Source: an optimization exercise on an open RTL-to-GDS flow (aim: a short achievable clock period and few clock cycles). Production flows keep margins and buffers that such runs may drop.
The RTL of this run was laid out without a check of its function.
Power figures rest on the tool's default switching activity, not on a simulated workload.

[flow/config.mk]
export PLATFORM = sky130hd
export DESIGN_NAME = top
export DESIGN_NICKNAME = top
export VERILOG_FILES = /design/flow/design.v
export SDC_FILE = /design/flow/constraint.sdc
export NUM_CORES = 4
export LEC_CHECK = 0
export CAP_MARGIN = 20
export CORE_MARGIN = 2
export CORE_UTILIZATION = 40
export PLACE_DENSITY = 0.6
export SLEW_MARGIN = 20
[flow/constraint.sdc]
create_clock -name core_clock -period 13.0 [get_ports {clk}]
set_input_delay 2.6000 -clock core_clock [delete_from_list [all_inputs] [get_ports {clk}]]
set_output_delay 2.6000 -clock core_clock [all_outputs]
set_load 0.01 [all_outputs]
[flow/design.v]
module top (
    input  wire        clk,
    input  wire        rst,
    output wire [31:0] imem_addr,
    input  wire [31:0] imem_rdata,
    output wire [31:0] dmem_addr,
    output wire [31:0] dmem_wdata,
    output wire [3:0]  dmem_wmask,
    output wire        dmem_wen,
    input  wire [31:0] dmem_rdata
);
    reg  [31:0] pc_f;
    reg         v_d;
    reg  [31:0] ir_d;
    reg  [31:0] pc_d;
    reg         v_e;
    reg  [31:0] a_e, b_e, sd_e, link_e, alt_e;
    reg         fa_e, fb_e, fs_e;
    reg         we_e, ld_e, st_e, br_e, jalr_e, link_sel_e, pred_e;
    reg  [4:0]  rd_e;
    reg  [2:0]  f3_e;
    reg         sub_e, s_add_e, s_slt_e, s_sltu_e, s_xor_e, s_or_e, s_and_e, s_sll_e, s_srl_e, sra_e;
    reg         v_m;
    reg  [31:0] res_m, sd_m;
    reg  [3:0]  mask_m;
    reg         we_m, ld_m, st_m;
    reg  [4:0]  rd_m;
    reg  [2:0]  f3_m;
    reg  [31:0] rf [0:31];
    wire [31:0] mw = dmem_rdata;
    wire [1:0]  ma = res_m[1:0];
    wire [7:0]  lbyte = ma[1] ? (ma[0] ? mw[31:24] : mw[23:16]) : (ma[0] ? mw[15:8] : mw[7:0]);
    wire [15:0] lhalf = ma[1] ? mw[31:16] : mw[15:0];
    reg  [31:0] ldata;
    always @(*) begin
        case (f3_m[1:0])
            2'b00:   ldata = {{24{lbyte[7] & ~f3_m[2]}}, lbyte};
            2'b01:   ldata = {{16{lhalf[15] & ~f3_m[2]}}, lhalf};
            default: ldata = mw;
        endcase
    end
    wire [31:0] wb_m  = ld_m ? ldata : res_m;
    wire        wen_m = v_m & we_m;
    assign dmem_addr  = res_m;
    assign dmem_wdata = sd_m;
    assign dmem_wmask = mask_m;
    assign dmem_wen   = v_m & st_m;
    always @(posedge clk) begin
        if (wen_m) rf[rd_m] <= wb_m;
    end
    wire [31:0] a  = fa_e ? res_m : a_e;
    wire [31:0] b  = fb_e ? res_m : b_e;
    wire [31:0] sd = fs_e ? res_m : sd_e;
    wire [31:0] sum  = sub_e ? a - b : a + b;
    wire        eq   = a == b;
    wire        ltu  = a < b;
    wire        lt   = $signed(a) < $signed(b);
    wire [31:0] sll  = a << b[4:0];
    wire [31:0] srl  = sra_e ? $unsigned($signed(a) >>> b[4:0]) : a >> b[4:0];
    wire [31:0] res_e =
        ({32{s_add_e}}  & sum) |
        ({32{s_slt_e}}  & {31'b0, lt}) |
        ({32{s_sltu_e}} & {31'b0, ltu}) |
        ({32{s_xor_e}}  & (a ^ b)) |
        ({32{s_or_e}}   & (a | b)) |
        ({32{s_and_e}}  & (a & b)) |
        ({32{s_sll_e}}  & sll) |
        ({32{s_srl_e}}  & srl) |
        ({32{link_sel_e}} & link_e);
    wire        cond    = f3_e[2] ? (f3_e[1] ? ltu : lt) : eq;
    wire        taken   = cond ^ f3_e[0];
    wire        mis_e   = v_e & ((br_e & (taken != pred_e)) | jalr_e);
    wire [31:0] tgt_e   = jalr_e ? {sum[31:1], 1'b0} : alt_e;
    wire [1:0]  ea = sum[1:0];
    wire [3:0]  mask_e = f3_e[1] ? 4'b1111 :
                         f3_e[0] ? (ea[1] ? 4'b1100 : 4'b0011) :
                         (4'b0001 << ea);
    wire [31:0] sdata_e = f3_e[1] ? sd : f3_e[0] ? {2{sd[15:0]}} : {4{sd[7:0]}};
    wire [4:0] op  = ir_d[6:2];
    wire [2:0] f3  = ir_d[14:12];
    wire [4:0] rd  = ir_d[11:7];
    wire [4:0] rs1 = ir_d[19:15];
    wire [4:0] rs2 = ir_d[24:20];
    wire d_ctl   = op[4];                        
    wire d_jal   = op[4] & op[1];
    wire d_jalr  = op[4] & ~op[1] & op[0];
    wire d_br    = op[4] & ~op[0];
    wire d_ld    = ~op[4] & ~op[2] & ~op[3];
    wire d_st    = ~op[4] & ~op[2] & op[3];
    wire d_upper = ~op[4] & op[2] & op[0];       
    wire d_lui   = d_upper & op[3];
    wire d_auipc = d_upper & ~op[3];
    wire d_opi   = ~op[4] & op[2] & ~op[0] & ~op[3];
    wire d_op    = ~op[4] & op[2] & ~op[0] & op[3];
    wire use1 = ~d_upper & ~d_jal;
    wire use2 = d_br | d_st | d_op;
    wire d_we = ~d_br & ~d_st & (rd != 5'd0);
    wire [31:0] imm_i = {{20{ir_d[31]}}, ir_d[31:20]};
    wire [31:0] imm_s = {{20{ir_d[31]}}, ir_d[31:25], ir_d[11:7]};
    wire [31:0] imm_b = {{19{ir_d[31]}}, ir_d[31], ir_d[7], ir_d[30:25], ir_d[11:8], 1'b0};
    wire [31:0] imm_u = {ir_d[31:12], 12'b0};
    wire [31:0] imm_j = {{11{ir_d[31]}}, ir_d[31], ir_d[19:12], ir_d[20], ir_d[30:21], 1'b0};
    wire [31:0] imm   = d_st ? imm_s : d_upper ? imm_u : imm_i;
    wire [31:0] r1 = (rs1 == 5'd0) ? 32'd0 : (wen_m && rd_m == rs1) ? wb_m : rf[rs1];
    wire [31:0] r2 = (rs2 == 5'd0) ? 32'd0 : (wen_m && rd_m == rs2) ? wb_m : rf[rs2];
    wire hz1 = use1 && we_e && rd_e == rs1;
    wire hz2 = use2 && we_e && rd_e == rs2;
    wire stall = v_d && v_e && ld_e && (hz1 || hz2);
    wire [31:0] pc4_d  = pc_d + 32'd4;
    wire [31:0] bt_d   = pc_d + (d_jal ? imm_j : imm_b);
    wire        pred_d = d_br & ir_d[31];
    wire        red_d  = v_d & (d_jal | pred_d);
    wire arith  = d_op | d_opi;
    wire fsub   = d_op & ir_d[30] & (f3 == 3'b000);
    assign imem_addr = pc_f;
    wire [31:0] pc4_f = pc_f + 32'd4;
    always @(posedge clk or posedge rst) begin
        if (rst) begin
            pc_f <= 32'h80000000;
            v_d  <= 1'b0;
            v_e  <= 1'b0;
            v_m  <= 1'b0;
        end else begin
            v_m <= v_e & ~ (1'b0);
            if (mis_e) begin
                pc_f <= tgt_e;
                v_d  <= 1'b0;
                v_e  <= 1'b0;
            end else if (stall) begin
                v_e  <= 1'b0;
            end else begin
                v_e  <= v_d;
                if (red_d) begin
                    pc_f <= bt_d;
                    v_d  <= 1'b0;
                end else begin
                    pc_f <= pc4_f;
                    v_d  <= 1'b1;
                end
            end
        end
    end
    always @(posedge clk) begin
        if (!stall || mis_e) begin
            ir_d <= imem_rdata;
            pc_d <= pc_f;
        end
        if (!stall) begin
            a_e    <= d_auipc ? pc_d : d_lui ? 32'd0 : r1;
            b_e    <= (d_op | d_br) ? r2 : imm;
            sd_e   <= r2;
            fa_e   <= use1 & v_e & we_e & (rd_e == rs1);
            fb_e   <= (d_op | d_br) & v_e & we_e & (rd_e == rs2);
            fs_e   <= d_st & v_e & we_e & (rd_e == rs2);
            link_e <= pc4_d;
            alt_e  <= pred_d ? pc4_d : bt_d;
            we_e   <= d_we;
            ld_e   <= d_ld;
            st_e   <= d_st;
            br_e   <= d_br;
            jalr_e <= d_jalr;
            pred_e <= pred_d;
            link_sel_e <= d_jal | d_jalr;
            rd_e   <= rd;
            f3_e   <= f3;
            sub_e    <= fsub;
            s_add_e  <= d_ld | d_st | d_upper | (arith & f3 == 3'b000);
            s_slt_e  <= arith & f3 == 3'b010;
            s_sltu_e <= arith & f3 == 3'b011;
            s_xor_e  <= arith & f3 == 3'b100;
            s_or_e   <= arith & f3 == 3'b110;
            s_and_e  <= arith & f3 == 3'b111;
            s_sll_e  <= arith & f3 == 3'b001;
            s_srl_e  <= arith & f3 == 3'b101;
            sra_e    <= ir_d[30];
        end
        res_m  <= res_e;
        sd_m   <= sdata_e;
        mask_m <= mask_e;
        we_m   <= we_e;
        ld_m   <= ld_e;
        st_m   <= st_e;
        rd_m   <= rd_e;
        f3_m   <= f3_e;
    end
endmodule
[flow/run.sh]
#!/bin/bash
# synth_recipe.tcl (not shown) runs the flow's synth.tcl, then flattens the netlist and writes it again
# the make line also repeats each setting of config.mk as NAME=value (left out here)
make -C /OpenROAD-flow-scripts/flow DESIGN_CONFIG=/design/flow/config.mk WORK_HOME=/design/flow/orfs CLKGATE_MAP_FILE= SYNTH_SCRIPT=/design/flow/synth_recipe.tcl finish
==> results.txt <==
[logic make-up (layout without fill, tap and decap cells)]
kind of cell               after synthesis  count (layout)  share of synthesized area
muxes                                  865             865                      0.228
AOI/OAI and AO/OA                     1003            1003                     0.0896
buffers and inverters                  492             709                     0.0263
xor gates and xnor gates               111             111                     0.0134
adders and majority gates              134             134                     0.0231
other                                    0               4                          0
and+or+nand+nor                       1046            1046                     0.0624
DFF                                   1397            1397                      0.557
[metal layers]
metal / GRT usage / vias to the layer above / wire length [um]
li1: - / 20500 / -
met4: 0.161 / 0 / 17600
met3: 0.0531 / 548 / 24100
met2: 0.449 / 2783 / 126000
met1: 0.366 / 25500 / 99100
met5: 0 / - / 0
[layout by cell type (no fill, tap or decap), drive strengths merged, types with 14 or more instances in the layout]
master,count
edfxtp,1273
mux4,646
nand2,380
nor2,376
a21oi,289
o21ai,226
mux2i,189
clkbuf,188
clkdlybuf4s50,164
buf,149
ha,131
inv,120
dfxtp,89
nand3,78
xnor2,76
clkinv,75
a211oi,72
nor3,50
o211ai,39
a221o,39
a21o,38
a22oi,37
xor2,34
a22o,34
dfrtp,34
mux2,30
a221oi,27
nand4,25
a31oi,24
nor2b,23
and3,21
o221ai,21
o22ai,18
nand2b,17
nor4,17
o21bai,14
and2,14
[final cells by class]
class	count	area share
flip-flops and latches	1397	0.492
multi-input cells	3159	0.374
clock buffers	188	0.0480
well taps	2385	0.0359
repair buffers	313	0.0338
clock inverters	89	0.0105
inverters	119	0.00546
diodes	4	0.000120
[flip-flops by register name, summed over array words and instances, names as in the netlist, 3 cells and up, named ones only]
name    flops
sd_m       32
rd_m        5
ir_d       30
rd_e        5
mask_m      4
sd_e       32
res_m      32
pc_d       32
rf       1024
a_e        32
alt_e      31
b_e        32
link_e     32
f3_m        3
f3_e        3
pc_f       32
[per-stage QoR]
stage	std cells	util	hold slack, ps
after CTS	7649	0.455	366
after detailed placement	7372	0.428	352
after global routing	7650	0.455	368
after floorplan	5048	-	323
final	7654	0.455	373
after global placement	7372	0.428	347
[how the worst max path moves through the flow]
| stage | start | end | depth (start not counted) |
|---|---|---|---|
| floorplan | ir_d[2]$_DFFE_PP_ | pc_f[6]$_DFFE_PP0P_ | 13 |
| global placement | fb_e$_DFFE_PN_ | flop | 15 |
| detailed placement | fb_e$_DFFE_PN_ | flop | 15 |
| CTS | fb_e$_DFFE_PN_ | flop | 15 |
| global route | fb_e$_DFFE_PN_ | flop | 15 |
| finish | fb_e$_DFFE_PN_ | flop | 15 |
[critical path, delay by kind of cell, from the launching register on]
family                     cells  cell delay [ps]
AOI/OAI and AO/OA              4             1630
adders and majority gates      2              780
buffers and inverters          4             1700
DFF                            1              330
muxes                          2              930
and+or+nand+nor                3              510
[report_power, final]
part / switching, mW / internal (mW) / leakage (nW)
clock network: 1.90 / 2.37 / 2.36
registers: 0.650 / 5.72 / 13.1
logic: 2.62 / 1.38 / 12.4
==> flow_metrics.tcl <==
set metrics [dict create \
    syn_inst 5048 \
    relSlewSlack 0.173 \
    num_vias 49300 \
    grt_start_max_net_pins 146 \
    p_per_area_nw_per_um2 176 \
    place_ws_ps 6840 \
    yosysUniqueCellTypes 94 \
    dieArea_um2 187000 \
    yosysMostFrequentCell "edfxtp_1" \
    die_x_um 432 \
    cts_root_buf "clkbuf_16" \
    drv_slew 0 \
    htree_levels 4 \
    cp_cell_sequence "buf_4 -> mux2i_4 -> clkinv_1 -> buf_4 -> ha_1 -> fa_1 -> o21bai_1 -> o211ai_1 -> a211oi_1 -> o31ai_1 -> nand4_1 -> nand3b_1 -> nand3_4 -> buf_4 -> mux2_2" \
    fillers 16000 \
    place_hpwl_mm 173 \
    synthFlopType "edfxtp_1" \
    fin_nets 5341 \
    synth-edff-count 1273 \
    hold_buffers 0 \
    avgSynthCellArea_um2 14.5 \
    synth_nets 5248 \
    wl_per_cell_um 34.8 \
    synth_area_leaders "edfxtp_1, mux4_2, mux2i_1" \
    synth_common_cells "edfxtp_1, mux4_2, nand2_1" \
    cp_max_fo 77 \
    synth_top_area_frac 0.521 \
    clock_latency_ps 820 \
    yosys_warnings 1 \
    finalSetupViolCount 0 \
    cts_sinks 1397 \
    rsz0062_at_grt "false" \
    route.detailed.drc 0 \
    antenna_found_initial 2 \
    fin_ws_ps 6810 \
    hold_violations 0 \
    period_minus_slack_ps 6190 \
    status "no timing/DRC/antenna violations" \
    rows 157 \
    postCtsResizedCells 0 \
    first_global_vias 48200 \
    reg2reg_depth 15 \
    cp.required_ps 13680 \
    cts_buffer_depth 3 \
    track_usage 0.283 \
    routed_wl_mm 266 \
    clkTransAtPathRegs_ps 60 \
    start_util 0.402 \
    fin_tns_setup_ps 0 \
    whs_path_depth 0 \
    gp_congestion 0.998 \
    grt_overflow 0 \
    path_class "flop to flop" \
    layout-drive-gt1-share 0.222 \
    numCtsBuffers 151 \
    async_flop_share 0.0251 \
    fin_worst_skew_ps 39.4 \
    drt-pass1-iter-count 7 \
    syn-cell-area_um2 73400 \
    p_leak_nw 27.9 \
    io_pins 167 \
    postCtsSetupRepairBufs 0 \
    drv_cap 0 \
    startpoint_type "flop" \
    total_power_mw 14.6 \
    worst-r2r-setup-slack_ps 6810 \
    initialDrtViolationCount 6786 \
    hp-start "st_e$_DFFE_PN_" \
    ys_ff_latch 1397 \
    synth_seq_area_share 0.557 \
    max_freq_ghz 0.162 \
    critical_path.max_stage_delay_ps 780 \
    grt_pass1_wl_mm 370 \
    final_cell_area_um2 83200 \
    end_kind "flop" \
    critPathSlowestCell "buf_4" \
    hold_end "st_m$_DFF_P_" \
    syn2layout_area_growth_pct 13.2 \
    peakVddDrop_mv 0.165 \
    via_per_inst 6.44 \
    cp.arrival_ps 6860 \
    cts_tree "built" \
    core_area_um2 183000 \
    die_h_um 432 \
    period_share 0.476 \
    io_buffer_count 164 \
    crit_top_cell "buf_4" \
    r2r-start "fb_e$_DFFE_PN_" \
    multi_input_area_um2 31100 \
    worst_pin_slew_ps 1230 \
    area.sequential_um2 40900 \
    place_area_um2 78300 \
    yosys.area.top_type "edfxtp_1" \
    drtAntennaViolNets 0 \
    hp-class "flop to flop" \
]

-- re-timing with driven ports --
In the flow no input, the clock included, has a driving cell. The finished layout below was timed again as built, in two steps. Step 1 (the two cells are an assumption about what drives the block):
set clk [get_ports {clk}]
set_driving_cell -lib_cell sky130_fd_sc_hd__clkbuf_16 $clk
set_driving_cell -lib_cell sky130_fd_sc_hd__buf_2 [delete_from_list [all_inputs] $clk]
Step 2 adds t to the input delays and takes it off the output delays; t is the mean of the earliest and latest rising clock arrival at the registers after step 1. Input paths then give back, and output paths get back, about the clock's delay inside the block. Three values: ideal ports, drivers, drivers and shift; two values: the first two.
shift t [ns]: 0.881
setup WS [ns]: 6.812 / 6.812 / 6.812
worst setup path after step 2: register to register
worst slew at a driven data input, ns: 0.09
After both steps this run still meets setup and hold. For this run, drivers alone change the setup slack by 0.000 ns; drivers and shift together by 0.000 ns.
